Source: an optimization exercise on an open RTL-to-GDS flow (aim: small area). Production flows keep margins and buffers that such runs may drop. RTL that was checked went through simulation tests only; none was proved equivalent to the original. No functional check of the RTL was part of runs 4 to 6. The flow treats the clock pin as an ideal source, which a real chip does not have. Power is estimated from default activity; no workload was simulated.

File: design/flow/config.mk
export PLATFORM = sky130hd
export DESIGN_NAME = pong_main
export DESIGN_NICKNAME = pong_main
export VERILOG_FILES = /design/flow/design.v
export SDC_FILE = /design/flow/constraint.sdc
export NUM_CORES = 4
export LEC_CHECK = 0
export ABC_AREA = 1
export CAP_MARGIN = 20
export CORE_MARGIN = 2
export CORE_UTILIZATION = 40
export SLEW_MARGIN = 20
File: design/flow/constraint.sdc
create_clock -name core_clock -period 20.0 [get_ports {clk}]
set_input_delay 4.0000 -clock core_clock [delete_from_list [all_inputs] [get_ports {clk}]]
set_output_delay 4.0000 -clock core_clock [all_outputs]
set_load 0.01 [all_outputs]
File: design/flow/design.v
`timescale 1ns / 1ps
module game_clock(
    input clk,
    input rst,
    output tick,
    output pix_en,
    output sample_en,
    output sample_clock
);
    reg [9:0] cnt;
    always @(posedge clk)
        if (rst) cnt <= 0;
        else cnt <= cnt + 1'b1;
    assign tick = &cnt;
    assign pix_en = (cnt[1:0] == 2'b00);
    assign sample_en = ~cnt[6] & (&cnt[5:0]);
    assign sample_clock = cnt[6];
endmodule
`timescale 1ns / 1ps
module nes_controller(
    input clk,
    input rst,
    input sample_en,
    input sample_clock,
    input data1,
    input data2,
    output c_clk,
    output latch,
    output reg [1:0] btn1,
    output reg [1:0] btn2,
    output reg other
);
    reg [3:0] stage;
    always @(posedge clk)
        if (rst) stage <= 0;
        else if (sample_en) stage <= (stage == 4'd9) ? 4'd0 : stage + 1'b1;
    assign latch = (stage == 4'd0);
    assign c_clk = (stage != 4'd0) & (stage != 4'd9) & sample_clock;
    wire k1 = ~data1;	 
    wire k2 = ~data2;
    reg a_o1, a_o2, a_p10, a_p11, a_p20, a_p21;
    always @(posedge clk)
        if (sample_en) begin
            case (stage)
                4'd1: begin a_o1 <= k1; a_o2 <= k2; end
                4'd2, 4'd3: begin a_o1 <= a_o1 | k1; a_o2 <= a_o2 | k2; end
                4'd4: begin a_o1 <= a_o1 | k1; a_p20 <= k2; end
                4'd5: begin a_p10 <= k1; a_p21 <= k2; end
                4'd6: begin a_p11 <= k1; a_p20 <= a_p20 | k2; end
                4'd7: begin a_p10 <= a_p10 | k1; a_p21 <= a_p21 | k2; end
                4'd8: begin a_p11 <= a_p11 | k1; a_o2 <= a_o2 | k2; end
                default: ;
            endcase
        end
    always @(posedge clk)
        if (rst) begin
            btn1 <= 2'b00; btn2 <= 2'b00; other <= 1'b0;
        end else if (sample_en && stage == 4'd9) begin
            btn1 <= {a_p11, a_p10};
            btn2 <= {a_p21, a_p20};
            other <= a_o1 & a_o2;
        end
endmodule
`timescale 1ns / 1ps
module ball_logic(
    input clk,
    input hard_reset,
    input tick,
    input [1:0] btn1,
    input [1:0] btn2,
    input other,
    output reg [9:0] x,
    output reg [8:0] y,
    output reg xinc,
    output reg yinc,
    output reg fresh,
    output reg [9:1] p1x1,
    output reg [9:0] p1x2,
    output reg [9:1] p2x1,
    output reg [9:0] p2x2,
    output reg game_end,
    output reg hit
);
    reg [4:0] nhit;	 
    reg [1:0] m1, m2;	 
    wire sreset = hard_reset | (tick & game_end & other);
    wire top_edge = (y <= 9'd5) & ~yinc;
    wire bot_edge = (y >= 9'd355) & yinc;
    wire miss1 = (x < {p1x1, 1'b0}) | (x > p1x2);
    wire miss2 = (x < {p2x1, 1'b0}) | (x > p2x2);
    wire hit_now = (top_edge & ~miss1) | (bot_edge & ~miss2);
    wire miss_now = (top_edge & miss1) | (bot_edge & miss2);
    wire xinc_n = (x <= 10'd2 && !xinc) ? 1'b1 : (x >= 10'd636 && xinc) ? 1'b0 : xinc;
    wire yinc_n = top_edge ? 1'b1 : bot_edge ? 1'b0 : yinc;
    always @(posedge clk)
        if (sreset) begin
            game_end <= 1'b0;
            fresh <= 1'b1;
            xinc <= 1'b1;
            yinc <= 1'b1;
            hit <= 1'b0;
            x <= 10'd20;
            y <= 9'd20;
            nhit <= 5'd0;
        end else if (tick & ~game_end) begin
            fresh <= 1'b0;
            xinc <= xinc_n;
            x <= xinc_n ? x + 10'd1 : x - 10'd1;
            if (!miss_now) begin
                yinc <= yinc_n;
                y <= yinc_n ? y + 9'd1 : y - 9'd1;
            end
            game_end <= miss_now;
            hit <= hit_now;
            if (hit_now && nhit != 5'd22) nhit <= nhit + 1'b1;
        end
    wire chg1 = hit & ~nhit[0] & (nhit <= 5'd20);
    wire chg2 = hit & nhit[0] & (nhit >= 5'd3) & (nhit <= 5'd21);
    wire left1 = fresh | (m1 == 2'b11 ? (p1x1[9:2] != 0) : (m1 == 2'b01) ? 1'b1 : (p1x1 != 0));
    wire left2 = fresh | (m2 == 2'b11 ? (p2x1[9:2] != 0) : (m2 == 2'b01) ? 1'b1 : (p2x1 != 0));
    wire room1 = fresh | (m1 == 2'b11 ? (p1x2 < 10'd642) : (m1 == 2'b01) ? (p1x2 < 10'd638) : (p1x2 < 10'd640));
    wire room2 = fresh | (m2 == 2'b11 ? (p2x2 < 10'd642) : (m2 == 2'b01) ? (p2x2 < 10'd638) : (p2x2 < 10'd640));
    always @(posedge clk)
        if (tick) begin
            m1 <= (btn1 == 2'd1 && left1) ? 2'b11 : (btn1 == 2'd2 && room1) ? 2'b01 : 2'b00;
            m2 <= (btn2 == 2'd1 && left2) ? 2'b11 : (btn2 == 2'd2 && room2) ? 2'b01 : 2'b00;
        end
    wire [9:1] mv1 = {{8{m1[1]}}, m1[0]};
    wire [9:1] mv2 = {{8{m2[1]}}, m2[0]};
    wire [9:0] dx1 = {{8{m1[1]}}, m1[0], 1'b0} - (chg1 ? 10'd11 : 10'd0);
    wire [9:0] dx2 = {{8{m2[1]}}, m2[0], 1'b0} - (chg2 ? 10'd11 : 10'd0);
    always @(posedge clk)
        if (hard_reset) begin
            p1x1 <= 9'd130; p1x2 <= 10'd410;
            p2x1 <= 9'd130; p2x2 <= 10'd410;
        end else if (tick & ~game_end) begin
            if (fresh) begin
                p1x1 <= 9'd130; p1x2 <= 10'd410;
                p2x1 <= 9'd130; p2x2 <= 10'd410;
            end else begin
                p1x1 <= p1x1 + mv1; p1x2 <= p1x2 + dx1;
                p2x1 <= p2x1 + mv2; p2x2 <= p2x2 + dx2;
            end
        end
endmodule
`timescale 1ns / 1ps
module beep_for_wall(
    input clk,
    input rst,
    input e,
    input game_end,
    output reg speaker
);
    reg [19:0] bc;
    reg [14:0] bcount;
    reg ton;
    wire bwrap = (bcount == 15'd16484);
    wire bend = (bc == 20'h80000);
    wire enable = e & ~game_end;
    always @(posedge clk)
        if (rst) begin
            bc <= 20'd0; bcount <= 15'd1;
        end else if (ton) begin
            bc <= {bc[18:0], bc[19] ^ bc[16] ^ (bc[18:0] == 19'd0)};
            bcount <= bwrap ? 15'd1 : {bcount[13:0], bcount[14] ^ bcount[13]};
        end
    always @(posedge clk)
        if (rst) begin
            ton <= 1'b0; speaker <= 1'b0;
        end else if (enable) ton <= 1'b1;
        else if (game_end) begin
            ton <= 1'b0; speaker <= 1'b0;
        end else if (ton) begin
            if (bend) begin
                ton <= 1'b0; speaker <= 1'b0;
            end else if (bwrap) speaker <= ~speaker;
        end
endmodule
`timescale 1ns / 1ps
module vga_display(
    input clk,
    input rst,
    input pix_en,
    input [9:1] p1x1,
    input [9:0] p1x2,
    input [9:1] p2x1,
    input [9:0] p2x2,
    input [9:0] x,
    input [8:0] y,
    input xinc,
    input yinc,
    input fresh,
    input game_end,
    output hsync,
    output vsync,
    output [2:0] red,
    output [2:0] green,
    output [2:0] blue
);
    reg [9:0] h;
    reg [8:0] v;
    always @(posedge clk)
        if (rst) begin
            h <= 10'd880; v <= 9'd481;
        end else if (pix_en) begin
            if (h == 10'd655) begin
                h <= 10'd880;
                v <= (v == 9'd399) ? 9'd481 : v + 1'b1;
            end else h <= h + 1'b1;
        end
    assign hsync = ~((h >= 10'd880) & (h <= 10'd975));
    assign vsync = ~((v == 9'd481) | (v == 9'd482));
    wire vis = (h <= 10'd640) & (v <= 9'd360);
    wire border = (h <= 10'd1) | (h >= 10'd639) | (v == 9'd0) | (v == 9'd360);
    wire pad = ((h >= {p1x1, 1'b0}) & (h <= p1x2) & (v < 9'd7)) |
               ((h >= {p2x1, 1'b0}) & (h <= p2x2) & (v > 9'd353));
    wire [9:0] e = h - x;
    wire [8:0] f = v - y;
    wire ex_ok = (e[9:3] == 7'h00) | (e[9:3] == 7'h7f);
    wire ey_ok = (f[8:3] == 6'h00) | (f[8:3] == 6'h3f);
    wire [4:0] sx = fresh ? 5'd0 : (xinc ? 5'd1 : 5'h1f);
    wire [4:0] sy = (fresh | game_end) ? 5'd0 : (yinc ? 5'd1 : 5'h1f);
    wire [4:0] ex = {e[3], e[3:0]} + sx;
    wire [4:0] ey = {f[3], f[3:0]} + sy;
    wire [2:0] ax = ex[4] ? (~ex[2:0] + 1'b1) : ex[2:0];
    wire [2:0] ay = ey[4] ? (~ey[2:0] + 1'b1) : ey[2:0];
    wire nx = (ex[4:2] == 3'b000) | (ex[4:2] == 3'b111) | (ex == 5'd4);
    wire ny = (ey[4:2] == 3'b000) | (ey[4:2] == 3'b111) | (ey == 5'd4);
    wire [5:0] sq = ax * ax + ay * ay;
    wire ball = ex_ok & ey_ok & nx & ny & (sq < 6'd25);
    wire c1 = vis & (border | pad);
    wire c2 = vis & ~border & ~pad & ball;
    assign red = {3{c1 | c2}};
    assign green = {c1 | c2, c1 | c2, c1};
    assign blue = {1'b0, c1, c1};
endmodule
`timescale 1ns / 1ps
module pong_main(
    input clk,
    input hard_reset,
    input data1,
    input data2,
    output c_clk,
    output latch,
    output wire hsync,
    output wire vsync,
    output wire [2:0] red,
    output wire [2:0] green,
    output wire [2:0] blue,
    output wire speaker
);
    wire tick, pix_en, sample_en, sample_clock;
    wire [1:0] btn1, btn2;
    wire other;
    wire [9:0] x, p1x2, p2x2;
    wire [9:1] p1x1, p2x1;
    wire [8:0] y;
    wire xinc, yinc, fresh, game_end, hit;
    game_clock TB(.clk(clk), .rst(hard_reset), .tick(tick), .pix_en(pix_en),
        .sample_en(sample_en), .sample_clock(sample_clock));
    nes_controller NES(.clk(clk), .rst(hard_reset), .sample_en(sample_en),
        .sample_clock(sample_clock), .data1(data1), .data2(data2),
        .c_clk(c_clk), .latch(latch), .btn1(btn1), .btn2(btn2), .other(other));
    ball_logic GAME(.clk(clk), .hard_reset(hard_reset), .tick(tick),
        .btn1(btn1), .btn2(btn2), .other(other), .x(x), .y(y),
        .xinc(xinc), .yinc(yinc), .fresh(fresh),
        .p1x1(p1x1), .p1x2(p1x2), .p2x1(p2x1), .p2x2(p2x2),
        .game_end(game_end), .hit(hit));
    beep_for_wall BEEP(.clk(clk), .rst(hard_reset), .e(hit), .game_end(game_end),
        .speaker(speaker));
    vga_display VGA(.clk(clk), .rst(hard_reset), .pix_en(pix_en),
        .p1x1(p1x1), .p1x2(p1x2), .p2x1(p2x1), .p2x2(p2x2),
        .x(x), .y(y), .xinc(xinc), .yinc(yinc), .fresh(fresh), .game_end(game_end),
        .hsync(hsync), .vsync(vsync), .red(red), .green(green), .blue(blue));
endmodule
File: design/flow/run.sh
#!/bin/bash
# synth_recipe.tcl (not shown) runs the flow's synth.tcl, then flattens the netlist and writes it again
# the make line also repeats each setting of config.mk as NAME=value (left out here)
make -C /OpenROAD-flow-scripts/flow DESIGN_CONFIG=/design/flow/config.mk WORK_HOME=/design/flow/orfs CLKGATE_MAP_FILE= SYNTH_SCRIPT=/design/flow/synth_recipe.tcl finish
==> results of run 1 <==
## state kept, by name, summed over array words and instances (netlist names), 4 cells and up
register	cells
BEEP.bcount	15
GAME.x	10
GAME.p1x1	9
NES.stage	4
GAME.p2x1	9
VGA.h	10
GAME.p2x2	10
BEEP.bc	20
VGA.v	9
TB.cnt	10
GAME.nhit	5
GAME.y	9
GAME.p1x2	10
## cell type report
cell class	count	share of cell area
Clock buffer	17	0.03190
Clock inverter	15	0.01426
Inverter	285	0.08021
Multi-Input combinational cell	1256	0.5875
Sequential cell	152	0.2357
Tap cell	396	0.03715
Timing Repair Buffer	19	0.01332
## stage by stage
stage | std cells | utilization | instance area [µm²]
finish | 2140 | 0.4394 | 13340
global route | 2140 | 0.4394 | 13340
CTS | 2140 | 0.4394 | 13340
detailed placement | 2108 | 0.4192 | 12720
global placement | 2108 | 0.4192 | 12720
floorplan | 1733 | - | 12260
## metal layers
| layer | routed length, µm | track usage |
|---|---|---|
| met1 | 15420 | 0.2707 |
| met2 | 14370 | 0.3452 |
| met3 | 1177 | 0.03032 |
| met4 | 618 | 0.05860 |
| met5 | 0 | 0 |
## path summary, 6_finish.rpt
path,startpoint,endpoint,slack [ns],cells past startpoint
min reg2reg,TB.cnt[0],TB.cnt[0],0.48,1
max,GAME.fresh,red[0],10.16,25
max reg2reg,GAME.nhit[4],GAME.p2x2[9],15.82,19
min,TB.cnt[0],TB.cnt[0],0.48,1
## critical path, stage by stage, from the launching register on
cell and delay, ns:
dfxtp_1 0.73, inv_1 0.47, ha_1 0.36, inv_1 0.07, fa_1 0.42, ha_1 0.28
nand2_1 0.06, o21ai_0 0.11, ha_1 0.21, o21bai_1 0.14, inv_1 0.07, fa_1 0.41
inv_1 0.06, ha_1 0.14, inv_1 0.04, fa_1 0.47, nand3b_1 0.10, nand2_1 0.05
nor3_1 0.13, nand2_1 0.07, nor2_1 0.08, nand2_1 0.06, nor2_1 0.08, nand4_1 0.08
nand2_1 0.14, clkdlybuf4s50_1 0.56
## cells by family after synthesis
logic type / Yosys count / share of synthesized area
other: 1 / 0.0003059
XOR/XNOR: 51 / 0.03756
flip-flops: 152 / 0.2564
AND/OR/NAND/NOR: 641 / 0.2262
AO/OA/AOI/OAI: 367 / 0.1653
buffers and inverters: 325 / 0.1044
adder cells (fa/ha/maj): 196 / 0.2099
## power by group through the flow
stage | clock, mW | combinational (mW) | sequential, mW
after floorplan | 0 | 0.0232 | 0.315
after global placement | 0 | 0.0302 | 0.315
after detailed placement | 0 | 0.0309 | 0.315
after CTS | 0.346 | 0.0311 | 0.308
after global routing | 0.357 | 0.0361 | 0.308
final | 0.339 | 0.0310 | 0.308
## placed cells by master (no fill, tap or decap), types with 24 or more instances in the layout
cell,Yosys,routed
nand2_1,316,316
inv_1,278,277
ha_1,180,180
a21oi_1,171,171
dfxtp_1,142,142
nor2_1,129,129
o21ai_0,119,119
nand3_1,100,100
nor3_1,35,35
xor2_1,33,33
nand4_1,24,24
==> impl_metrics.tcl, run 1 <==
set metrics [dict create \
    critPathMaxFanout 11 \
    clk_latency_ns 0.45 \
    power.share.switching 0.2793 \
    slew_headroom 0.3205 \
    cts_buffers 17 \
    n_antenna_cell 0 \
    overflow 0 \
    hold-worst-slack_ns 0.4763 \
    nets 1931 \
    grt_pass1_vias 10490 \
    ioPinCount 18 \
    synth_common_cells "nand2_1, inv_1, ha_1" \
    ir_drop_mv 0.04240 \
    viasPerCell 5.159 \
    syn_nets 1933 \
    power_density_nw_per_um2 50.86 \
    period_minus_slack_ns 9.837 \
    multi_input_area_um2 7835 \
    drt_iter0_markers 826 \
    synth_cell_types 56 \
    antenna_found_initial 0 \
    rows 64 \
    grt_max_degree 56 \
    remaining_drc_errors 0 \
    gp_congestion 0.8840 \
    fin_total_pwr_uw 678.3 \
    wl_um 31580 \
    wl_per_cell_um 14.76 \
    p_switching_uw 189.5 \
    hp-class "flip-flop to flip-flop" \
    area_growth_pct 8.798 \
    pre_cts_ws_ns 10.65 \
    die_y_um 179.1 \
    register_area_um2 3143 \
    die_w_um 179.1 \
    synth_top_area_frac 0.2319 \
    yosys-top-cells-area "dfxtp_1, ha_1, nand2_1" \
    setup_tns_ns 0 \
    ant_nets 0 \
    cp-end-kind "output port" \
    power.leakage_nw 6.155 \
    setup_viol 0 \
    synth_edf_count 10 \
    internal-power_uw 488.8 \
    finalCritPeriodShare 0.4918 \
    ys.flop_type "dfxtp_1" \
    start_kind "flip-flop" \
    core_um2 30350 \
    required_ns 16.00 \
    hold_viol 0 \
    setup_slack_ns 10.16 \
    power_frac_comb 0.046 \
    yosys.cell_count.top_type "nand2_1" \
    vias 11040 \
    slew_violations 0 \
    clk_path_buf_depth 2 \
    io_buffers 16 \
    avgSynthCellArea_um2 7.073 \
    seq_power_share 0.454 \
    grt_usage 0.2047 \
    initial_core_util 0.4039 \
    worst_slew_pin_slew_ns 1.019 \
    cts-resized-gates 0 \
    yosysSeqAreaShare 0.2564 \
    clockPowerShare 0.500 \
    cts_setup_buffers 0 \
    ys_ff_latch 152 \
    drive_above_1_share 0.03440 \
    fin_skew_ns 0.01820 \
    rsz0062_at_grt "no" \
    syn_area_um2 12260 \
    cts_root_buf "clkbuf_16" \
    async_reset_ff_frac 0 \
    drv_cap 0 \
    synthCells 1733 \
    status "complete, no violations" \
    fillers 3076 \
    die_area_um2 32060 \
    numClockSinks 152 \
    cp.arrival_ns 5.84 \
    hold_buffers 0 \
    fmax_mhz 101.7 \
    yosysTopAreaCell "dfxtp_1" \
    cts_tree "yes" \
    cts-htree-levels 4 \
    grt_pass1_wl_um 52110 \
    dpl.hpwl_um 23370 \
    critPathKind "flip-flop to output port" \
    dr.pass1.iters 6 \
    clk_pin_slew_worst_paths_ns 0.07 \
    yosys_warnings 5 \
]
==> run 2: changes to the inputs <==
--- a/design/flow/design.v
+++ b/design/flow/design.v
@@ -88,8 +88,17 @@
     wire bot_edge = (y >= 9'd355) & yinc;
-    wire miss1 = (x < {p1x1, 1'b0}) | (x > p1x2);
-    wire miss2 = (x < {p2x1, 1'b0}) | (x > p2x2);
-    wire hit_now = (top_edge & ~miss1) | (bot_edge & ~miss2);
-    wire miss_now = (top_edge & miss1) | (bot_edge & miss2);
+    wire [9:1] qx1 = yinc ? p2x1 : p1x1;
+    wire [9:0] qx2 = yinc ? p2x2 : p1x2;
+    wire below, above;
+    lt_ripple #(10) LT1(.a(x), .b({qx1, 1'b0}), .y(below));
+    lt_ripple #(10) LT2(.a(qx2), .b(x), .y(above));
+    wire miss = below | above;
+    wire edge_ = top_edge | bot_edge;
+    wire hit_now = edge_ & ~miss;
+    wire miss_now = edge_ & miss;
     wire xinc_n = (x <= 10'd2 && !xinc) ? 1'b1 : (x >= 10'd636 && xinc) ? 1'b0 : xinc;
     wire yinc_n = top_edge ? 1'b1 : bot_edge ? 1'b0 : yinc;
+    wire [9:0] x_n;
+    wire [8:0] y_n;
+    incdec #(10) XN(.a(x), .en(1'b1), .up(xinc_n), .s(x_n));
+    incdec #(9) YN(.a(y), .en(1'b1), .up(yinc_n), .s(y_n));
     always @(posedge clk)
@@ -107,6 +116,6 @@
             xinc <= xinc_n;
-            x <= xinc_n ? x + 10'd1 : x - 10'd1;
+            x <= x_n;
             if (!miss_now) begin
                 yinc <= yinc_n;
-                y <= yinc_n ? y + 9'd1 : y - 9'd1;
+                y <= y_n;
             end
@@ -127,6 +136,10 @@
         end
-    wire [9:1] mv1 = {{8{m1[1]}}, m1[0]};
-    wire [9:1] mv2 = {{8{m2[1]}}, m2[0]};
-    wire [9:0] dx1 = {{8{m1[1]}}, m1[0], 1'b0} - (chg1 ? 10'd11 : 10'd0);
-    wire [9:0] dx2 = {{8{m2[1]}}, m2[0], 1'b0} - (chg2 ? 10'd11 : 10'd0);
+    wire [9:1] p1x1_n, p2x1_n;
+    incdec #(9) P1A(.a(p1x1), .en(m1[0]), .up(~m1[1]), .s(p1x1_n));
+    incdec #(9) P2A(.a(p2x1), .en(m2[0]), .up(~m2[1]), .s(p2x1_n));
+    wire [4:0] dx1 = {m1[1], m1[1], m1[1], m1[0], 1'b0} - (chg1 ? 5'd11 : 5'd0);
+    wire [4:0] dx2 = {m2[1], m2[1], m2[1], m2[0], 1'b0} - (chg2 ? 5'd11 : 5'd0);
+    wire [9:0] p1x2_n, p2x2_n;
+    add_ripple #(10) P1B(.a(p1x2), .b({{5{dx1[4]}}, dx1}), .ci(1'b0), .s(p1x2_n));
+    add_ripple #(10) P2B(.a(p2x2), .b({{5{dx2[4]}}, dx2}), .ci(1'b0), .s(p2x2_n));
     always @(posedge clk)
@@ -140,4 +153,4 @@
             end else begin
-                p1x1 <= p1x1 + mv1; p1x2 <= p1x2 + dx1;
-                p2x1 <= p2x1 + mv2; p2x2 <= p2x2 + dx2;
+                p1x1 <= p1x1_n; p1x2 <= p1x2_n;
+                p2x1 <= p2x1_n; p2x2 <= p2x2_n;
             end
@@ -179,2 +192,44 @@
 `timescale 1ns / 1ps
+module lt_ripple #(parameter W = 10) (
+    input [W-1:0] a,
+    input [W-1:0] b,
+    output y
+);
+    wire [W:0] c;
+    assign c[0] = 1'b0;
+    genvar i;
+    generate for (i = 0; i < W; i = i + 1) begin : g
+        assign c[i+1] = (~a[i] & b[i]) | (~a[i] & c[i]) | (b[i] & c[i]);
+    end endgenerate
+    assign y = c[W];
+endmodule
+module incdec #(parameter W = 10) (
+    input [W-1:0] a,
+    input en,
+    input up,
+    output [W-1:0] s
+);
+    wire [W:0] c;
+    assign c[0] = en;
+    genvar i;
+    generate for (i = 0; i < W; i = i + 1) begin : g
+        assign s[i] = a[i] ^ c[i];
+        assign c[i+1] = c[i] & (a[i] ^ ~up);
+    end endgenerate
+endmodule
+module add_ripple #(parameter W = 10) (
+    input [W-1:0] a,
+    input [W-1:0] b,
+    input ci,
+    output [W-1:0] s
+);
+    wire [W:0] c;
+    assign c[0] = ci;
+    genvar i;
+    generate for (i = 0; i < W; i = i + 1) begin : g
+        assign s[i] = a[i] ^ b[i] ^ c[i];
+        assign c[i+1] = (a[i] & b[i]) | (a[i] & c[i]) | (b[i] & c[i]);
+    end endgenerate
+endmodule
+`timescale 1ns / 1ps
 module vga_display(
@@ -214,6 +269,12 @@
     wire border = (h <= 10'd1) | (h >= 10'd639) | (v == 9'd0) | (v == 9'd360);
-    wire pad = ((h >= {p1x1, 1'b0}) & (h <= p1x2) & (v < 9'd7)) |
-               ((h >= {p2x1, 1'b0}) & (h <= p2x2) & (v > 9'd353));
-    wire [9:0] e = h - x;
-    wire [8:0] f = v - y;
+    wire [9:1] qx1 = v[8] ? p2x1 : p1x1;
+    wire [9:0] qx2 = v[8] ? p2x2 : p1x2;
+    wire left_of, right_of;
+    lt_ripple #(10) LT1(.a(h), .b({qx1, 1'b0}), .y(left_of));
+    lt_ripple #(10) LT2(.a(qx2), .b(h), .y(right_of));
+    wire pad = ~left_of & ~right_of & (((v != 9'd0) & (v < 9'd7)) | ((v > 9'd353) & (v < 9'd360)));
+    wire [9:0] e;
+    wire [8:0] f;
+    add_ripple #(10) EX(.a(h), .b(~x), .ci(1'b1), .s(e));
+    add_ripple #(9) EY(.a(v), .b(~y), .ci(1'b1), .s(f));
     wire ex_ok = (e[9:3] == 7'h00) | (e[9:3] == 7'h7f);
==> design/flow/flow/run.sh (new file) <==
#!/bin/bash
# Layout flow: the standard flow (standard.sh), except that the
# combinational logic of the standard synthesis is mapped again by ABC with
# an area-oriented script. The registers of the standard synthesis are kept
# as they are (same instances, names and cells); the re-mapped netlist is
# proven equivalent to the standard one before it is used, else the
# standard netlist is kept. Every tool writes its full output to a log here.
set -euo pipefail
W=$(pwd)
F=$W/flow
R=$W/orfs/results/$FLOW_PLATFORM/pong_main/base
PDIR=$FLOW_HOME/platforms/$FLOW_PLATFORM
LIB=$(ls $PDIR/lib/sky130_fd_sc_hd__tt_025C_1v80.lib)
YOSYS=yosys
if [[ -x $FLOW_HOME/../tools/install/yosys/bin/yosys ]]; then
  YOSYS=$FLOW_HOME/../tools/install/yosys/bin/yosys
fi

# 1. standard synthesis
bash standard.sh synth > $W/log_1_standard_synth.log 2>&1
cp $R/1_2_yosys.v $W/std_synth.v

# 2. re-map the combinational logic
SEQ=$(awk '/^[ \t]*cell[ \t]*\(/{match($0,/"[^"]+"/); c=substr($0,RSTART+1,RLENGTH-2)} /^[ \t]*(ff|latch|ff_bank|statetable)[ \t]*\(/{print c}' $LIB | sort -u | tr '\n' ' ')
DU=$(sed -n '/DONT_USE_CELLS/,/^$/p' $PDIR/config.mk | grep -o "sky130_fd_sc_hd__[a-z0-9_]*" | sed 's/^/-dont_use /' | tr '\n' ' ')
cat > $W/remap.ys <<EOY
read_liberty -ignore_miss_func $LIB
blackbox $SEQ sky130_fd_sc_hd__conb_1
read_verilog $W/std_synth.v
hierarchy -top $FLOW_TOP
flatten
opt -purge
abc -liberty $LIB $DU -script $F/area.abc
opt_clean -purge
select $FLOW_TOP
write_verilog -selected -noattr -noexpr -nohex -nodec $W/remap_raw.v
design -reset
read_liberty -lib -ignore_miss_func $LIB
read_verilog $W/remap_raw.v
hierarchy -top $FLOW_TOP
hilomap -singleton -hicell sky130_fd_sc_hd__conb_1 HI -locell sky130_fd_sc_hd__conb_1 LO
insbuf -buf sky130_fd_sc_hd__buf_4 A X
splitnets
opt_clean -purge
check -assert
stat -liberty $LIB
write_verilog -noattr -noexpr -nohex -nodec $W/remap.v
EOY
ok=1
$YOSYS -s $W/remap.ys > $W/log_2_remap.log 2>&1 || ok=0

# 3. the registers must be the standard synthesis's, and the logic the same
regs() { grep -E "^ *sky130_fd_sc_hd__[a-z0-9_]+ " "$1" | awk -v seq=" $SEQ " '{ if (index(seq, " " $1 " ")) print $1, $2 }' | sort; }
if [[ $ok == 1 ]]; then
  regs $W/std_synth.v > $W/regs_std.txt
  regs $W/remap.v > $W/regs_remap.txt
  if ! cmp -s $W/regs_std.txt $W/regs_remap.txt || [[ ! -s $W/regs_std.txt ]]; then ok=0; fi
fi
if [[ $ok == 1 ]]; then
  cat > $W/equiv.ys <<EOY
read_liberty -ignore_miss_func $LIB
read_verilog $W/std_synth.v
rename $FLOW_TOP gold
read_verilog $W/remap.v
rename $FLOW_TOP gate
hierarchy -check
flatten gold gate
opt_clean
equiv_make gold gate equiv
hierarchy -top equiv
equiv_simple -undef
equiv_induct -undef
equiv_status -assert
EOY
  $YOSYS -s $W/equiv.ys > $W/log_3_equiv.log 2>&1 || ok=0
fi
echo "remap used: $ok" > $W/remap_status.txt
if [[ $ok == 1 ]]; then
  cp $W/remap.v $R/1_2_yosys.v
  rm -f $R/1_synth.odb $R/1_synth.sdc
  touch $R/1_2_yosys.v
fi

# 4. the rest of the standard flow, with a clock tree of small buffers and
# no dummy loads
export CTS_ARGS="-sink_clustering_enable -repair_clock_nets -dont_use_dummy_load -buf_list sky130_fd_sc_hd__clkbuf_8"
bash standard.sh finish > $W/log_4_standard_finish.log 2>&1
==> design/flow/flow/area.abc (new file) <==
&get -n
&st
&deepsyn -T 90
&put
dch -f
amap
topo
==> design/flow/standard.sh (new file) <==
#!/bin/bash
# synth_recipe.tcl (not shown) runs the flow's synth.tcl, then flattens the netlist and writes it again
# the make line also repeats each setting of config.mk as NAME=value (left out here)
make -C /OpenROAD-flow-scripts/flow DESIGN_CONFIG=/design/flow/config.mk WORK_HOME=/design/flow/orfs CLKGATE_MAP_FILE= SYNTH_SCRIPT=/design/flow/synth_recipe.tcl "${@:-finish}"
--- a/design/flow/config.mk
+++ b/design/flow/config.mk
@@ -10,3 +10,3 @@
 export CORE_MARGIN = 2
-export CORE_UTILIZATION = 40
+export CORE_UTILIZATION = 60
 export SLEW_MARGIN = 20
removed: design/flow/run.sh
==> impl_metrics.tcl, run 2 <==
set metrics [dict create \
    slew_violations 0 \
    nets 1162 \
    cpMostUsedCell "nor3_1" \
    critPathMaxFanout 23 \
    initial_core_util 0.6102 \
    syn_nets 1131 \
    cts-htree-levels 4 \
    cts-resized-gates 0 \
    worst_slew_pin_slew_ns 1.023 \
    slowest_stage "dfxtp_1" \
    final_common_cell "nor2_1" \
    clk_path_buf_depth 2 \
    grt_max_degree 33 \
    ant_nets 0 \
    drt_iter0_markers 795 \
    ir_drop_mv 0.05199 \
    vias 8089 \
    antenna_found_initial 0 \
    status "complete, no violations" \
    avgSynthCellArea_um2 7.142 \
    path_cells "clkinv_1 > o22ai_1 > nor2_1 > a21oi_1 > a221oi_1 > o22ai_1 > o21a_1 > a221oi_1 > nor3_1 > a221o_1 > o21ai_0 > a21o_1 > o221ai_1 > nand2_1 > o21bai_1 > and2_0 > nor3_1 > nor3_1 > o31a_1 > nor2_1 > or2_0 > clkdlybuf4s50_1" \
    cts_setup_buffers 0 \
    clk_latency_ns 0.45 \
    setup_viol 0 \
    largest_reg_flops 20 \
    fin_total_pwr_uw 495.4 \
    hold-worst-slack_ns 0.4414 \
    grt_pass1_vias 7247 \
    io_buffers 16 \
    layout_common_cells "nor2_1, clkinv_1, dfxtp_1" \
    biggestRegsByFlops "BEEP.bc x20, BEEP.bcount x15" \
    utilization 0.6548 \
    die_w_um 119.8 \
    dpl.hpwl_um 15390 \
    fin_area_um2 8637 \
    drive_above_1_share 0.01817 \
    power_density_nw_per_um2 57.36 \
    n_antenna_cell 0 \
    wl_um 20680 \
    cp_top_family "compound AO/OA/AOI/OAI gates" \
    die_y_um 119.8 \
    overflow 0 \
    hold_buffers 0 \
    ioPinCount 18 \
    drv_cap 0 \
    dr.pass1.iters 8 \
    clk_pin_slew_worst_paths_ns 0.09 \
    synthCells 1127 \
    cts_buffers 17 \
    yosys_warnings 5 \
    rsz0062_at_grt "no" \
    critPathKind "flip-flop to output port" \
    period_minus_slack_ns 9.578 \
    cp.arrival_ns 5.58 \
    cp-end-kind "output port" \
    grt_pass1_wl_um 34740 \
    worst_path_largest_cell_delay_ns 0.85 \
    area_growth_pct 7.306 \
    viasPerCell 6.073 \
    remaining_drc_errors 0 \
    setup_tns_ns 0 \
    placed_cell_area_um2 8403 \
    start_kind "flip-flop" \
    fillers 1223 \
    required_ns 16.00 \
    gp_congestion 0.9249 \
    wl_per_cell_um 15.53 \
    hold_viol 0 \
    fmax_mhz 104.4 \
    core_um2 13190 \
    syn_area_um2 8049 \
    cp_num_buf_inv 2 \
    fin_skew_ns 0.02974 \
    grt_usage 0.2988 \
    power.leakage_nw 2.798 \
    hp-class "flip-flop to flip-flop" \
    cts_tree "yes" \
    cts_root_buf "clkbuf_8" \
    largest_register "BEEP.bc" \
    numClockSinks 152 \
    slew_headroom 0.3162 \
    finalCritPeriodShare 0.4789 \
    rows 42 \
    die_area_um2 14360 \
]
run 2: cell types whose count changed in the layout (fill, tap and decap cells not counted), moves of 22 or more:
cell / delta
a211oi_1: +23
a21oi_1: -105
clkinv_1: +184
ha_1: -180
inv_1: -277
nand2_1: -246
nand3_1: -87
nor2_1: +89
nor3_1: +22
o21ai_0: -32
o22ai_1: +82
xor2_1: -33
run 2: final timing paths:
kind	from	endpoint	slack (ns)	cells after the start
setup / recovery	VGA.v[8]	green[1]	10.42	22
hold / removal	TB.cnt[0]	TB.cnt[0]	0.44	1
setup reg to reg	GAME.yinc	GAME.y[8]	15.10	24
hold reg to reg	TB.cnt[0]	TB.cnt[0]	0.44	1
run 2: cell type report:
cell class                 count  area [µm²]  area share
timing repair buffer          19       182.7     0.02115
clock buffer                  17       234.0     0.02709
inverter                     186       698.2     0.08083
sequential                   152        3143      0.3639
tap                          176       220.2     0.02550
multi-input combinational    782        4159      0.4815
run 2: metal layers:
metal,GRT usage,up-vias,part of all wire
met1,0.4216,3613,0.47
met5,0,-,0
met2,0.4646,284,0.44
met3,0.05086,31,0.070
li1,-,4161,-
met4,0.1022,0,0.021
run 2: report_power, final:
| group | total (mW) | internal, mW | switching (mW) |
|---|---|---|---|
| clock | 0.173 | 0.0750 | 0.0985 |
| sequential | 0.308 | 0.307 | 0.00122 |
| combinational | 0.0142 | 0.00426 | 0.00993 |
run 2: stage by stage:
stage / cells / setup slack [ns]
after floorplan: 1127 / 12.07
after global placement: 1315 / 11.17
after detailed placement: 1315 / 11.00
after CTS: 1332 / 10.53
after global routing: 1332 / 9.941
final: 1332 / 10.42
==> run 3: changes to the inputs <==
--- a/design/flow/flow/run.sh
+++ b/design/flow/flow/run.sh
@@ -83,5 +83,3 @@
 
-# 4. the rest of the standard flow, with a clock tree of small buffers and
-# no dummy loads
-export CTS_ARGS="-sink_clustering_enable -repair_clock_nets -dont_use_dummy_load -buf_list sky130_fd_sc_hd__clkbuf_8"
+# 4. the rest of the standard flow
 bash standard.sh finish > $W/log_4_standard_finish.log 2>&1
--- a/design/flow/config.mk
+++ b/design/flow/config.mk
@@ -11,2 +11,3 @@
 export CORE_UTILIZATION = 60
+export CTS_BUF_LIST = sky130_fd_sc_hd__clkbuf_8
 export SLEW_MARGIN = 20
==> impl_metrics.tcl, run 3 <==
set metrics [dict create \
    n_antenna_cell 0 \
    fillers 1198 \
    yosys_warnings 5 \
    required_ns 16.00 \
    synthCells 1127 \
    slew_violations 0 \
    slew_headroom 0.3228 \
    die_w_um 119.8 \
    largest_register "BEEP.bc" \
    cts_setup_buffers 0 \
    period_minus_slack_ns 9.675 \
    io_buffers 16 \
    cts-resized-gates 0 \
    power.leakage_nw 2.885 \
    wl_per_cell_um 15.54 \
    finalCritPeriodShare 0.4838 \
    cts-htree-levels 4 \
    setup_viol 0 \
    hold_viol 0 \
    grt_pass1_vias 7311 \
    power_density_nw_per_um2 64.17 \
    wl_um 20930 \
    worst_path_largest_cell_delay_ns 0.87 \
    syn_nets 1131 \
    clk_pin_slew_worst_paths_ns 0.09 \
    syn_area_um2 8049 \
    die_area_um2 14360 \
    drv_cap 0 \
    largest_reg_flops 20 \
    cp_num_buf_inv 2 \
    critPathKind "flip-flop to output port" \
    final_common_cell "nor2_1" \
    fin_area_um2 8812 \
    cp-end-kind "output port" \
    cts_buffers 17 \
    utilization 0.6681 \
    drt_iter0_markers 826 \
    overflow 0 \
    start_kind "flip-flop" \
    fmax_mhz 103.4 \
    status "complete, no violations" \
    layout_common_cells "nor2_1, clkinv_1, dfxtp_1" \
    gp_congestion 0.9249 \
    cts_root_buf "clkbuf_8" \
    cp.arrival_ns 5.68 \
    vias 8209 \
    grt_usage 0.3009 \
    antenna_found_initial 0 \
    core_um2 13190 \
    initial_core_util 0.6102 \
    cts_tree "yes" \
    setup_slack_ns 10.32 \
    clk_path_buf_depth 2 \
    fin_skew_ns 0.01113 \
    pre_cts_ws_ns 11.00 \
    hold_buffers 0 \
    avgSynthCellArea_um2 7.142 \
    ioPinCount 18 \
    grt_pass1_wl_um 34980 \
    biggestRegsByFlops "BEEP.bc x20, BEEP.bcount x15" \
    grt_max_degree 33 \
    remaining_drc_errors 0 \
    viasPerCell 6.094 \
    numClockSinks 152 \
    area_growth_pct 9.482 \
    drive_above_1_share 0.03074 \
    rows 42 \
    worst_slew_pin_slew_ns 1.013 \
    cp_top_family "compound AO/OA/AOI/OAI gates" \
    slowest_stage "dfxtp_1" \
    clk_latency_ns 0.47 \
    setup_tns_ns 0 \
    rsz0062_at_grt "no" \
    placed_cell_area_um2 8403 \
    cpMostUsedCell "nor3_1" \
    path_cells "clkinv_1 > o22ai_1 > nor2_1 > a21oi_1 > a221oi_1 > o22ai_1 > o21a_1 > a221oi_1 > nor3_1 > a221o_1 > o21ai_0 > a21o_1 > o221ai_1 > nand2_1 > o21bai_1 > and2_0 > nor3_1 > nor3_1 > o31a_1 > nor2_1 > or2_0 > clkdlybuf4s50_1" \
    nets 1162 \
    fin_total_pwr_uw 565.5 \
    die_y_um 119.8 \
    ir_drop_mv 0.06915 \
    hp-class "flip-flop to flip-flop" \
    critPathMaxFanout 23 \
    dpl.hpwl_um 15390 \
    ant_nets 0 \
    dr.pass1.iters 7 \
]
==> run 3: cell count changes in the layout (fill, tap and decap cells not counted), sizes merged <==
cell / delta
clkinv: +4
inv: +8
clkbuf: +2
bufinv: +1
==> run 3: routing by layer <==
metal,vias up,GRT usage,share of wire
li1,4174,-,-
met1,3691,0.4190,0.47
met2,301,0.4761,0.44
met3,43,0.05086,0.064
met4,0,0.1007,0.025
met5,-,0,0
==> run 3: final timing paths <==
kind / from / to / slack, ns / depth (start not counted)
worst max register to register: GAME.yinc / GAME.y[8] / 15.10 / 24
worst min register to register: TB.cnt[0] / TB.cnt[0] / 0.44 / 1
worst min-delay path: TB.cnt[0] / TB.cnt[0] / 0.44 / 1
worst max-delay path: VGA.v[8] / green[1] / 10.32 / 22
==> run 3: stage by stage <==
stage                     hold WS [ns]  cells
after floorplan                 0.4026   1127
after global placement          0.4233   1315
after detailed placement        0.4253   1315
after CTS                       0.4487   1347
after global routing            0.4802   1347
final                           0.4431   1347
==> run 3: layout make-up <==
type	instances	area [µm²]	share of cell area
Tap cell	176	220.2	0.02499
Clock inverter	13	147.6	0.01675
Multi-Input combinational cell	782	4159	0.4720
Sequential cell	152	3143	0.3567
Clock buffer	19	261.5	0.02967
Inverter	186	698.2	0.07923
Timing Repair Buffer	19	182.7	0.02073
==> run 3: report_power, final <==
part | switching, mW | total, mW | internal [mW]
combinational | 0.0100 | 0.0143 | 0.00426
clock | 0.133 | 0.244 | 0.111
sequential | 0.00125 | 0.308 | 0.306
==> run 4: changes to the inputs <==
--- a/design/flow/design.v
+++ b/design/flow/design.v
@@ -33,5 +33,7 @@
     reg [3:0] stage;
+    wire [3:0] stage_inc;
+    incdec #(4) SI(.a(stage), .en(sample_en), .up(1'b1), .s(stage_inc));
     always @(posedge clk)
-        if (rst) stage <= 0;
-        else if (sample_en) stage <= (stage == 4'd9) ? 4'd0 : stage + 1'b1;
+        if (rst | (sample_en & (stage == 4'd9))) stage <= 4'd0;
+        else stage <= stage_inc;
     assign latch = (stage == 4'd0);
@@ -71,7 +73,4 @@
     input other,
-    output reg [9:0] x,
-    output reg [8:0] y,
-    output reg xinc,
-    output reg yinc,
-    output reg fresh,
+    output reg [9:0] bx,
+    output reg [8:0] by,
     output reg [9:1] p1x1,
@@ -83,2 +82,4 @@
 );
+    reg fresh;		 
+    reg xinc, yinc;
     reg [4:0] nhit;	 
@@ -86,2 +87,7 @@
     wire sreset = hard_reset | (tick & game_end & other);
+    wire step = tick & ~game_end;
+    wire [9:0] x;
+    wire [8:0] y;
+    incdec #(10) XN(.a(bx), .en(step & ~fresh), .up(xinc), .s(x));
+    incdec #(9) YN(.a(by), .en(step & ~fresh), .up(yinc), .s(y));
     wire top_edge = (y <= 9'd5) & ~yinc;
@@ -99,6 +105,9 @@
     wire yinc_n = top_edge ? 1'b1 : bot_edge ? 1'b0 : yinc;
-    wire [9:0] x_n;
-    wire [8:0] y_n;
-    incdec #(10) XN(.a(x), .en(1'b1), .up(xinc_n), .s(x_n));
-    incdec #(9) YN(.a(y), .en(1'b1), .up(yinc_n), .s(y_n));
+    wire [4:0] nhit_n;
+    incdec #(5) NH(.a(nhit), .en(step & hit_now & (nhit != 5'd22)), .up(1'b1), .s(nhit_n));
+    always @(posedge clk) begin
+        bx <= sreset ? 10'd20 : x;
+        by <= sreset ? 9'd20 : y;
+        nhit <= sreset ? 5'd0 : nhit_n;
+    end
     always @(posedge clk)
@@ -110,16 +119,8 @@
             hit <= 1'b0;
-            x <= 10'd20;
-            y <= 9'd20;
-            nhit <= 5'd0;
-        end else if (tick & ~game_end) begin
+        end else if (step) begin
             fresh <= 1'b0;
             xinc <= xinc_n;
-            x <= x_n;
-            if (!miss_now) begin
-                yinc <= yinc_n;
-                y <= y_n;
-            end
+            if (!miss_now) yinc <= yinc_n;
             game_end <= miss_now;
             hit <= hit_now;
-            if (hit_now && nhit != 5'd22) nhit <= nhit + 1'b1;
         end
@@ -136,5 +137,7 @@
         end
+    wire pstep = step & ~fresh;
+    wire pload = hard_reset | (step & fresh);
     wire [9:1] p1x1_n, p2x1_n;
-    incdec #(9) P1A(.a(p1x1), .en(m1[0]), .up(~m1[1]), .s(p1x1_n));
-    incdec #(9) P2A(.a(p2x1), .en(m2[0]), .up(~m2[1]), .s(p2x1_n));
+    incdec #(9) P1A(.a(p1x1), .en(pstep & m1[0]), .up(~m1[1]), .s(p1x1_n));
+    incdec #(9) P2A(.a(p2x1), .en(pstep & m2[0]), .up(~m2[1]), .s(p2x1_n));
     wire [4:0] dx1 = {m1[1], m1[1], m1[1], m1[0], 1'b0} - (chg1 ? 5'd11 : 5'd0);
@@ -142,17 +145,12 @@
     wire [9:0] p1x2_n, p2x2_n;
-    add_ripple #(10) P1B(.a(p1x2), .b({{5{dx1[4]}}, dx1}), .ci(1'b0), .s(p1x2_n));
-    add_ripple #(10) P2B(.a(p2x2), .b({{5{dx2[4]}}, dx2}), .ci(1'b0), .s(p2x2_n));
-    always @(posedge clk)
-        if (hard_reset) begin
-            p1x1 <= 9'd130; p1x2 <= 10'd410;
-            p2x1 <= 9'd130; p2x2 <= 10'd410;
-        end else if (tick & ~game_end) begin
-            if (fresh) begin
-                p1x1 <= 9'd130; p1x2 <= 10'd410;
-                p2x1 <= 9'd130; p2x2 <= 10'd410;
-            end else begin
-                p1x1 <= p1x1_n; p1x2 <= p1x2_n;
-                p2x1 <= p2x1_n; p2x2 <= p2x2_n;
-            end
-        end
+    wire [4:0] ex1 = pstep ? dx1 : 5'd0;
+    wire [4:0] ex2 = pstep ? dx2 : 5'd0;
+    add_ripple #(10) P1B(.a(p1x2), .b({{5{ex1[4]}}, ex1}), .ci(1'b0), .s(p1x2_n));
+    add_ripple #(10) P2B(.a(p2x2), .b({{5{ex2[4]}}, ex2}), .ci(1'b0), .s(p2x2_n));
+    always @(posedge clk) begin
+        p1x1 <= pload ? 9'd130 : p1x1_n;
+        p2x1 <= pload ? 9'd130 : p2x1_n;
+        p1x2 <= pload ? 10'd410 : p1x2_n;
+        p2x2 <= pload ? 10'd410 : p2x2_n;
+    end
 endmodule
@@ -242,8 +240,4 @@
     input [9:0] p2x2,
-    input [9:0] x,
-    input [8:0] y,
-    input xinc,
-    input yinc,
-    input fresh,
-    input game_end,
+    input [9:0] bx,
+    input [8:0] by,
     output hsync,
@@ -256,11 +250,12 @@
     reg [8:0] v;
-    always @(posedge clk)
-        if (rst) begin
-            h <= 10'd880; v <= 9'd481;
-        end else if (pix_en) begin
-            if (h == 10'd655) begin
-                h <= 10'd880;
-                v <= (v == 9'd399) ? 9'd481 : v + 1'b1;
-            end else h <= h + 1'b1;
-        end
+    wire hwrap = pix_en & (h == 10'd655);
+    wire vwrap = hwrap & (v == 9'd399);
+    wire [9:0] h_inc;
+    wire [8:0] v_inc;
+    incdec #(10) HI(.a(h), .en(pix_en), .up(1'b1), .s(h_inc));
+    incdec #(9) VI(.a(v), .en(hwrap), .up(1'b1), .s(v_inc));
+    always @(posedge clk) begin
+        h <= (rst | hwrap) ? 10'd880 : h_inc;
+        v <= (rst | vwrap) ? 9'd481 : v_inc;
+    end
     assign hsync = ~((h >= 10'd880) & (h <= 10'd975));
@@ -277,14 +272,10 @@
     wire [8:0] f;
-    add_ripple #(10) EX(.a(h), .b(~x), .ci(1'b1), .s(e));
-    add_ripple #(9) EY(.a(v), .b(~y), .ci(1'b1), .s(f));
+    add_ripple #(10) EX(.a(h), .b(~bx), .ci(1'b1), .s(e));
+    add_ripple #(9) EY(.a(v), .b(~by), .ci(1'b1), .s(f));
     wire ex_ok = (e[9:3] == 7'h00) | (e[9:3] == 7'h7f);
     wire ey_ok = (f[8:3] == 6'h00) | (f[8:3] == 6'h3f);
-    wire [4:0] sx = fresh ? 5'd0 : (xinc ? 5'd1 : 5'h1f);
-    wire [4:0] sy = (fresh | game_end) ? 5'd0 : (yinc ? 5'd1 : 5'h1f);
-    wire [4:0] ex = {e[3], e[3:0]} + sx;
-    wire [4:0] ey = {f[3], f[3:0]} + sy;
-    wire [2:0] ax = ex[4] ? (~ex[2:0] + 1'b1) : ex[2:0];
-    wire [2:0] ay = ey[4] ? (~ey[2:0] + 1'b1) : ey[2:0];
-    wire nx = (ex[4:2] == 3'b000) | (ex[4:2] == 3'b111) | (ex == 5'd4);
-    wire ny = (ey[4:2] == 3'b000) | (ey[4:2] == 3'b111) | (ey == 5'd4);
+    wire [2:0] ax = e[3] ? (~e[2:0] + 1'b1) : e[2:0];
+    wire [2:0] ay = f[3] ? (~f[2:0] + 1'b1) : f[2:0];
+    wire nx = e[3] ? e[2] : (~e[2] | (e[1:0] == 2'b00));
+    wire ny = f[3] ? f[2] : (~f[2] | (f[1:0] == 2'b00));
     wire [5:0] sq = ax * ax + ay * ay;
@@ -315,6 +306,6 @@
     wire other;
-    wire [9:0] x, p1x2, p2x2;
+    wire [9:0] bx, p1x2, p2x2;
     wire [9:1] p1x1, p2x1;
-    wire [8:0] y;
-    wire xinc, yinc, fresh, game_end, hit;
+    wire [8:0] by;
+    wire game_end, hit;
     game_clock TB(.clk(clk), .rst(hard_reset), .tick(tick), .pix_en(pix_en),
@@ -325,4 +316,3 @@
     ball_logic GAME(.clk(clk), .hard_reset(hard_reset), .tick(tick),
-        .btn1(btn1), .btn2(btn2), .other(other), .x(x), .y(y),
-        .xinc(xinc), .yinc(yinc), .fresh(fresh),
+        .btn1(btn1), .btn2(btn2), .other(other), .bx(bx), .by(by),
         .p1x1(p1x1), .p1x2(p1x2), .p2x1(p2x1), .p2x2(p2x2),
@@ -333,3 +323,3 @@
         .p1x1(p1x1), .p1x2(p1x2), .p2x1(p2x1), .p2x2(p2x2),
-        .x(x), .y(y), .xinc(xinc), .yinc(yinc), .fresh(fresh), .game_end(game_end),
+        .bx(bx), .by(by),
         .hsync(hsync), .vsync(vsync), .red(red), .green(green), .blue(blue));
--- a/design/flow/flow/run.sh
+++ b/design/flow/flow/run.sh
@@ -83,3 +83,6 @@
 
-# 4. the rest of the standard flow
+# 4. the rest of the standard flow, with a clock tree of small buffers and
+# no dummy loads, and the smallest buffer on each port
+export BUFFER_PORTS_ARGS="-buffer_cell sky130_fd_sc_hd__buf_1"
+export CTS_ARGS="-sink_clustering_enable -repair_clock_nets -dont_use_dummy_load -buf_list sky130_fd_sc_hd__clkbuf_8 -sink_clustering_size 20"
 bash standard.sh finish > $W/log_4_standard_finish.log 2>&1
--- a/design/flow/config.mk
+++ b/design/flow/config.mk
@@ -11,3 +11,2 @@
 export CORE_UTILIZATION = 60
-export CTS_BUF_LIST = sky130_fd_sc_hd__clkbuf_8
 export SLEW_MARGIN = 20
==> impl_metrics.tcl, run 4 <==
set metrics [dict create \
    status "complete, no violations" \
    ant_nets 0 \
    die_w_um 119.9 \
    core_um2 13190 \
    dpl.hpwl_um 15940 \
    ioPinCount 18 \
    clk_path_buf_depth 2 \
    setup_slack_ns 11.22 \
    layout_common_cells "nor2_1, clkinv_1, dfxtp_1" \
    hold-path-cell-count 1 \
    start_kind "flip-flop" \
    cts-resized-gates 0 \
    fin_skew_ns 0.02920 \
    power_density_nw_per_um2 57.98 \
    syn_nets 1137 \
    cts_root_buf "clkbuf_8" \
    rsz0062_at_grt "no" \
    pre_cts_ws_ns 11.87 \
    cts_buffers 17 \
    numClockSinks 152 \
    overflow 0 \
    synthCells 1133 \
    clk_pin_slew_worst_paths_ns 0.08 \
    initial_core_util 0.6113 \
    antenna_found_initial 0 \
    hold_end "TB.cnt[0]" \
    nets 1167 \
    grt_usage 0.2994 \
    io_buffers 16 \
    ff2ff_setup_slack_ns 13.40 \
    drv_cap 0 \
    required_ns 16.00 \
    placed_cell_area_um2 8308 \
    area_growth_pct 5.943 \
    critPathMaxFanout 25 \
    fin_area_um2 8542 \
    hp-class "flip-flop to flip-flop" \
    cts-htree-levels 4 \
    viasPerCell 6.165 \
    hold_buffers 0 \
    largest_register "BEEP.bc" \
    fin_total_pwr_uw 495.2 \
    rr_worst_depth 25 \
    ir_drop_mv 0.07475 \
    drt_iter0_markers 966 \
    slew_violations 0 \
    avgSynthCellArea_um2 7.116 \
    wl_um 21480 \
    setup_viol 0 \
    cp-end-kind "output port" \
    grt_pass1_wl_um 34680 \
    setup_tns_ns 0 \
    dr.pass1.iters 6 \
    clk_latency_ns 0.45 \
    die_area_um2 14380 \
    critPathKind "flip-flop to output port" \
    cts_tree "yes" \
    power.leakage_nw 2.808 \
    syn_area_um2 8063 \
    largest_reg_flops 20 \
    wl_per_cell_um 16.07 \
    drive_above_1_share 0.01723 \
    remaining_drc_errors 0 \
    cp.arrival_ns 4.78 \
    fmax_mhz 113.9 \
    hold_start "TB.cnt[0]" \
    hold_viol 0 \
    yosys_warnings 5 \
    finalCritPeriodShare 0.4389 \
    cts_setup_buffers 0 \
    timing.rr.end "GAME.nhit[4]" \
    rows 42 \
    grt_max_degree 33 \
    vias 8243 \
    final_common_cell "nor2_1" \
    grt_pass1_vias 7124 \
    die_y_um 119.9 \
    biggestRegsByFlops "BEEP.bc x20, BEEP.bcount x15" \
    n_antenna_cell 0 \
    period_minus_slack_ns 8.778 \
    worst_slew_pin_slew_ns 1.020 \
    r2r-start "TB.cnt[0]" \
    fillers 1210 \
    gp_congestion 0.9794 \
    slew_headroom 0.3181 \
]
## run 4: cell type report
cell class | count | area, µm² | share of cell area
multi-input cells | 779 | 4138 | 0.4844
inverters | 195 | 732.0 | 0.08569
clock buffers | 17 | 234.0 | 0.02739
flip-flops and latches | 152 | 3143 | 0.3680
repair buffers | 18 | 75.07 | 0.008789
well taps | 176 | 220.2 | 0.02578
## run 4: worst max path at each step
stage,start,endpoint,cells past startpoint
2_1_floorplan,VGA.v[8],green[2],18
3_3_place_gp,VGA.v[8],green[2],18
3_5_place_dp,VGA.v[8],red[1],18
4_1_cts,VGA.v[8],red[1],18
5_1_grt,VGA.v[8],green[2],18
6_report,VGA.v[8],red[2],19
## run 4: critical path, stage by stage, from the launching register on
cell	delay (ns)
dfxtp_1	0.93
clkinv_1	0.84
o22ai_1	0.45
nor2_1	0.07
a21oi_1	0.13
a222oi_1	0.08
o22ai_1	0.15
nand2_1	0.08
a31oi_1	0.18
nor2_1	0.06
a21oi_1	0.12
nor2_1	0.06
a21oi_1	0.11
nor2_1	0.06
nand2b_1	0.10
o221ai_1	0.11
or2_0	0.20
nor2b_1	0.16
o21bai_1	0.25
buf_1	0.17
## run 4: stage by stage
step | cells | hold slack (ns) | util
global route | 1337 | 0.4563 | 0.6476
global placement | 1320 | 0.4197 | 0.6299
floorplan | 1133 | 0.4026 | -
CTS | 1337 | 0.4432 | 0.6476
finish | 1337 | 0.4409 | 0.6476
detailed placement | 1320 | 0.4290 | 0.6299
## run 4: power by group
group | leakage [nW] | total, mW | switching, mW | internal, mW
Clock | 0.122 | 0.173 | 0.0984 | 0.0750
Combinational | 1.45 | 0.0139 | 0.0103 | 0.00354
Sequential | 1.24 | 0.308 | 0.00136 | 0.307
Total | 2.81 | 0.495 | 0.110 | 0.385
## run 4: routing by layer
layer  track usage  up-vias  share of wire
met3       0.05751       49          0.077
met4        0.1162        0          0.028
li1              -     4124              -
met1        0.4130     3723           0.45
met5             0        -              0
met2        0.4634      347           0.45
==> run 5: changes to the inputs <==
--- a/design/flow/flow/run.sh
+++ b/design/flow/flow/run.sh
@@ -84,5 +84,7 @@
 # 4. the rest of the standard flow, with a clock tree of small buffers and
-# no dummy loads, and the smallest buffer on each port
+# no dummy loads, clock buffers then downsized where the clock slew allows,
+# and the smallest buffer on each port
 export BUFFER_PORTS_ARGS="-buffer_cell sky130_fd_sc_hd__buf_1"
-export CTS_ARGS="-sink_clustering_enable -repair_clock_nets -dont_use_dummy_load -buf_list sky130_fd_sc_hd__clkbuf_8 -sink_clustering_size 20"
+export POST_CTS_TCL=$F/downsize.tcl
+export CTS_ARGS="-sink_clustering_enable -repair_clock_nets -dont_use_dummy_load -buf_list sky130_fd_sc_hd__clkbuf_8"
 bash standard.sh finish > $W/log_4_standard_finish.log 2>&1
==> design/flow/flow/downsize.tcl (new file) <==
set ds_slew_limit 0.110
set ds_sizes {sky130_fd_sc_hd__clkbuf_1 sky130_fd_sc_hd__clkbuf_2 sky130_fd_sc_hd__clkbuf_4}
proc ds_max_clk_slew {} {
  set mx 0
  foreach pin [get_pins -hierarchical */CLK] {
    set s [get_property $pin slew_max]
    if {$s > $mx} { set mx $s }
  }
  return $mx
}
estimate_parasitics -placement
set ds_bufs {}
foreach inst [get_cells *] {
  set m [get_property $inst ref_name]
  if {[string match "sky130_fd_sc_hd__clkbuf_*" $m] && [string match "clkbuf_*" [get_property $inst name]]} {
    lappend ds_bufs $inst
  }
}
puts "downsize: [llength $ds_bufs] clock buffers, max clock slew [ds_max_clk_slew]"
foreach inst $ds_bufs {
  set orig [get_property $inst ref_name]
  foreach size $ds_sizes {
    if {$size == $orig} { break }
    if {[catch { replace_cell $inst $size } err]} { continue }
    estimate_parasitics -placement
    if {[ds_max_clk_slew] <= $ds_slew_limit} {
      puts "downsize: [get_property $inst name] $orig -> $size"
      break
    }
    replace_cell $inst $orig
    estimate_parasitics -placement
  }
}
puts "downsize: max clock slew now [ds_max_clk_slew]"
==> impl_metrics.tcl, run 5 <==
set metrics [dict create \
    finalCritPeriodShare 0.4542 \
    initial_core_util 0.6113 \
    gp_congestion 0.9794 \
    utilization 0.6429 \
    period_minus_slack_ns 9.085 \
    io_buffers 16 \
    internal-power_uw 362.4 \
    cts_tree "yes" \
    remaining_drc_errors 0 \
    critPathKind "flip-flop to output port" \
    seq_power_share 0.655 \
    core_um2 13190 \
    cp.arrival_ns 5.08 \
    antenna_found_initial 1 \
    setup_tns_ns 0 \
    drive_above_1_share 0.01723 \
    die_y_um 119.9 \
    grt_usage 0.2997 \
    viasPerCell 6.177 \
    instances_no_fill 1338 \
    largest_register "BEEP.bc" \
    required_ns 16.00 \
    largest_reg_flops 20 \
    power.share.switching 0.2289 \
    syn_nets 1137 \
    hold_viol 0 \
    fin_skew_ns 0.04035 \
    slew_violations 0 \
    critPathMaxFanout 25 \
    wl_per_cell_um 16.05 \
    die_area_um2 14380 \
    overflow 0 \
    status "complete, no violations" \
    setup_viol 0 \
    fin_total_pwr_uw 470.0 \
    dr.pass1.iters 8 \
    grt_pass1_vias 7117 \
    power.leakage_nw 2.782 \
    synthCells 1133 \
    wl_um 21470 \
    hp-class "flip-flop to flip-flop" \
    grt_max_degree 33 \
    p_switching_uw 107.6 \
    placedCellCount 1320 \
    nets 1167 \
    final_common_cell "nor2_1" \
    biggestRegsByFlops "BEEP.bc x20, BEEP.bcount x15" \
    power_density_nw_per_um2 55.43 \
    power_frac_comb 0.029 \
    grt_pass1_wl_um 34680 \
    worst_slew_pin_slew_ns 1.021 \
    ant_nets 0 \
    start_kind "flip-flop" \
    yosys_warnings 5 \
    placed_cell_area_um2 8308 \
    rows 42 \
    slew_headroom 0.3178 \
    dpl.hpwl_um 15940 \
    ir_drop_mv 0.07442 \
    layout_common_cells "nor2_1, clkinv_1, dfxtp_1" \
    fmax_mhz 110.1 \
    vias 8265 \
    avgSynthCellArea_um2 7.116 \
    syn_area_um2 8063 \
    cp-end-kind "output port" \
    area_growth_pct 5.168 \
    die_w_um 119.9 \
    drv_cap 0 \
    ioPinCount 18 \
    rsz0062_at_grt "no" \
    clk_pin_slew_worst_paths_ns 0.09 \
    numClockSinks 152 \
    clk_latency_ns 0.74 \
    drt_iter0_markers 870 \
    clockPowerShare 0.316 \
    fin_area_um2 8479 \
]
-- run 5: routing by layer --
layer	vias to the layer above	wire length [µm]	global-route usage
li1	4138	-	-
met1	3716	9726	0.4127
met2	363	9556	0.4599
met3	48	1550	0.06036
met4	0	639	0.1221
met5	-	0	0
-- run 5: final cells by class --
class / count / area, µm²
diodes: 1 / 2.502
flip-flops and latches: 152 / 3143
inverters: 195 / 732.0
clock buffers: 17 / 168.9
well taps: 176 / 220.2
repair buffers: 18 / 75.07
multi-input cells: 779 / 4138
fillers: 1218 / 4711
-- run 5: final timing paths --
check,start,to,slack (ns),depth (start not counted)
setup / recovery,VGA.v[8],red[2],10.92,18
hold / removal,TB.cnt[0],TB.cnt[0],0.44,1
setup reg to reg,TB.cnt[0],GAME.nhit[4],13.39,25
hold reg to reg,TB.cnt[0],TB.cnt[0],0.44,1
-- run 5: worst max-delay path, stage by stage (launching register included) --
cell and delay [ns]:
dfxtp_1 0.94, clkinv_1 0.83, o22ai_1 0.48, o22ai_1 0.13, nor2_1 0.10, a221oi_1 0.05, nor2_1 0.11, o21ai_0 0.09
a31oi_1 0.20, o22ai_1 0.10, a21boi_0 0.13, nor2_1 0.10, a2111o_1 0.09, nand2b_1 0.12, o221ai_1 0.11, or2_0 0.20
nor2b_1 0.16, o21bai_1 0.26, buf_1 0.17
-- run 5: power groups by stage --
stage | clock, mW | sequential, mW | combinational [mW]
final | 0.148 | 0.308 | 0.0139
after global routing | 0.162 | 0.308 | 0.0154
after detailed placement | 0 | 0.315 | 0.0136
after global placement | 0 | 0.315 | 0.0137
after floorplan | 0 | 0.314 | 0.00878
-- run 5: stage by stage --
step	setup slack (ns)	hold slack (ns)
after floorplan	12.53	0.4026
after global placement	11.99	0.4197
after detailed placement	11.87	0.4290
after global routing	10.50	0.4582
final	10.92	0.4425
==> run 6: changes to the inputs <==
--- a/design/flow/config.mk
+++ b/design/flow/config.mk
@@ -10,3 +10,3 @@
 export CORE_MARGIN = 2
-export CORE_UTILIZATION = 60
+export CORE_UTILIZATION = 75
 export SLEW_MARGIN = 20
==> impl_metrics.tcl, run 6 <==
set metrics [dict create \
    setup_viol 0 \
    rsz0062_at_grt "no" \
    period_minus_slack_ns 9.097 \
    initial_core_util 0.7775 \
    cp-end-kind "output port" \
    required_ns 16.00 \
    critPathKind "flip-flop to output port" \
    endpoint "red[1]" \
    use_met1 0.5093 \
    syn_area_um2 8063 \
    ff2ff_setup_slack_ns 13.32 \
    status "complete, no violations" \
    die_area_um2 11600 \
    cp_top_family "compound AO/OA/AOI/OAI gates" \
    ir_drop_mv 0.07138 \
    fin_skew_ns 0.05366 \
    largest_reg_flops 20 \
    overflow 0 \
    rows 37 \
    cts_tree "yes" \
    area_growth_pct 4.562 \
    die_w_um 107.7 \
    clk_pin_slew_worst_paths_ns 0.11 \
    ioPinCount 18 \
    gp_congestion 1.033 \
    grt_usage 0.4121 \
    slew_headroom 0.3289 \
    top_usage_layer "met2" \
    path_cells "clkinv_1 > o22ai_1 > o22ai_1 > nor2_1 > a221oi_1 > nor2_1 > o21ai_0 > a31oi_1 > o22ai_1 > a21boi_0 > nor2_1 > a2111o_1 > nand2b_1 > o221ai_1 > or2_0 > nor2b_1 > o21bai_1 > buf_1" \
    synthCells 1133 \
    antenna_found_initial 0 \
    wl_per_cell_um 18.16 \
    clk_latency_ns 0.82 \
    critPathLaunch "VGA.v[8]" \
    finalCritPeriodShare 0.4548 \
    power_density_nw_per_um2 56.40 \
    critPathMaxFanout 25 \
    hp-class "flip-flop to flip-flop" \
    fmax_mhz 109.9 \
    wl_um 23560 \
    grt_pass1_wl_um 37940 \
    power.leakage_nw 2.784 \
    fin_total_pwr_uw 475.5 \
    cp_num_buf_inv 2 \
    syn_nets 1137 \
    biggestRegsByFlops "BEEP.bc x20, BEEP.bcount x15" \
    vias 8877 \
    dr.pass1.iters 13 \
    final_common_cell "nor2_1" \
    slew_violations 0 \
    worst_slew_pin_slew_ns 1.004 \
    rr_worst_depth 25 \
    numClockSinks 152 \
    drt_iter0_markers 1127 \
    path_depth 18 \
    timing.rr.end "GAME.nhit[4]" \
    grt_use_met3 0.09262 \
    ant_nets 0 \
    grt_pass1_vias 8146 \
    core_um2 10370 \
    layout_common_cells "nor2_1, clkinv_1, dfxtp_1" \
    r2r-start "TB.cnt[1]" \
    n_antenna_cell 0 \
    remaining_drc_errors 0 \
    drv_cap 0 \
    dpl.hpwl_um 16350 \
    largest_register "BEEP.bc" \
    io_buffers 16 \
    die_y_um 107.7 \
    yosys_warnings 5 \
    viasPerCell 6.844 \
    fillers 740 \
    drive_above_1_share 0.01723 \
    grt_max_degree 33 \
    grt_util_met2 0.6837 \
    avgSynthCellArea_um2 7.116 \
    setup_tns_ns 0 \
    start_kind "flip-flop" \
    nets 1167 \
    slowest_stage "dfxtp_1" \
    hold_viol 0 \
    cp.arrival_ns 5.10 \
    worst_path_largest_cell_delay_ns 0.91 \
]
==> run 6: changes by cell type in the layout (fill, tap and decap cells not counted) <==
cell / previous run / this run
clkbuf_8: 7 / 8
clkbuf_2: 1 / 2
clkbuf_4: 9 / 7
diode_2: 1 / 0
==> run 6: area by class of cell <==
cell class	count	area, µm²	share of cell area
Inverter	195	732.0	0.08682
Clock buffer	17	172.7	0.02048
Sequential cell	152	3143	0.3728
Tap cell	136	170.2	0.02018
Multi-Input combinational cell	779	4138	0.4908
Timing Repair Buffer	18	75.07	0.008905
==> run 6: worst reg2reg max path, cell delays in order (launching register included) <==
cell,delay [ns]
dfxtp_1,0.38
and3_1,0.25
and3_1,0.23
nand2_1,0.11
nor2_1,0.19
and3_1,0.26
nand2_1,0.12
nor2_1,0.50
clkinv_1,0.55
nor2_1,0.57
o221ai_1,0.27
clkinv_1,0.12
o21ai_0,0.12
o21ai_0,0.49
clkinv_1,0.28
a222oi_1,0.33
nor3_1,0.08
a221o_1,0.27
a222oi_1,0.24
o211a_1,0.21
o21ai_0,0.19
nor2_1,0.19
and3_1,0.22
and2_0,0.20
nor2_1,0.05
a211oi_1,0.19
==> run 6: worst min path at each step <==
stage	startpoint	to	slack, ns	depth (start not counted)
after global placement	TB.cnt[0]	TB.cnt[0]	0.42	1
after global routing	BEEP.bcount[4]	BEEP.bcount[5]	0.49	2
after detailed placement	TB.cnt[0]	TB.cnt[0]	0.45	1
after floorplan	TB.cnt[0]	TB.cnt[0]	0.40	1
final	BEEP.bcount[4]	BEEP.bcount[5]	0.46	2
==> run 6: metrics by stage <==
stage	utilization	worst slack [ns]	cell area [µm²]	cells	hold slack [ns]
after floorplan	-	12.53	8063	1133	0.4026
after global routing	0.8130	10.62	8431	1297	0.4882
final	0.8130	10.90	8431	1297	0.4622
after detailed placement	0.7963	11.92	8258	1280	0.4547
after global placement	0.7963	12.09	8258	1280	0.4181
==> run 6: per-layer routing <==
layer	share of wire	routed length [µm]	vias to the layer above
li1	-	-	4138
met1	0.39	9146	3981
met2	0.46	10950	639
met3	0.11	2566	119
met4	0.038	897	0
met5	0	0	-
==> run 6: power breakdown <==
| part | internal, mW | switching, mW | total [mW] |
|---|---|---|---|
| sequential | 0.306 | 0.00139 | 0.308 |
| combinational | 0.00354 | 0.0108 | 0.0144 |
| clock | 0.0537 | 0.0996 | 0.153 |
| total | 0.364 | 0.112 | 0.475 |

separate check: timing with driven ports:
Ports are ideal in the flow. The routed layouts listed here were re-timed in OpenROAD. Step 1 assumes that a clkbuf_16 drives the clock port and a buf_2 every other input. Step 2 also shifts input and output timing later by t, the mid clock arrival at the registers, as if the neighbouring blocks saw the same clock. a / b / c = ideal / step 1 / step 2; a / b = the first two.
run | shift t [ns] | setup WS [ns] | worst slew at a driven data input, ns
run 1 | 0.486 | 10.163 / 10.117 / 10.603 | 0.03
run 2 | 0.473 | 10.422 / 10.385 / 10.857 | 0.03
run 3 | 0.500 | 10.325 / 10.286 / 10.786 | 0.03
run 4 | 0.473 | 11.222 / 11.183 / 11.656 | 0.03
run 5 | 0.749 | 10.915 / 10.881 / 11.630 | 0.03
run 6 | 0.830 | 10.903 / 10.871 / 11.700 | 0.03
After both steps setup and hold are still met in every run listed.
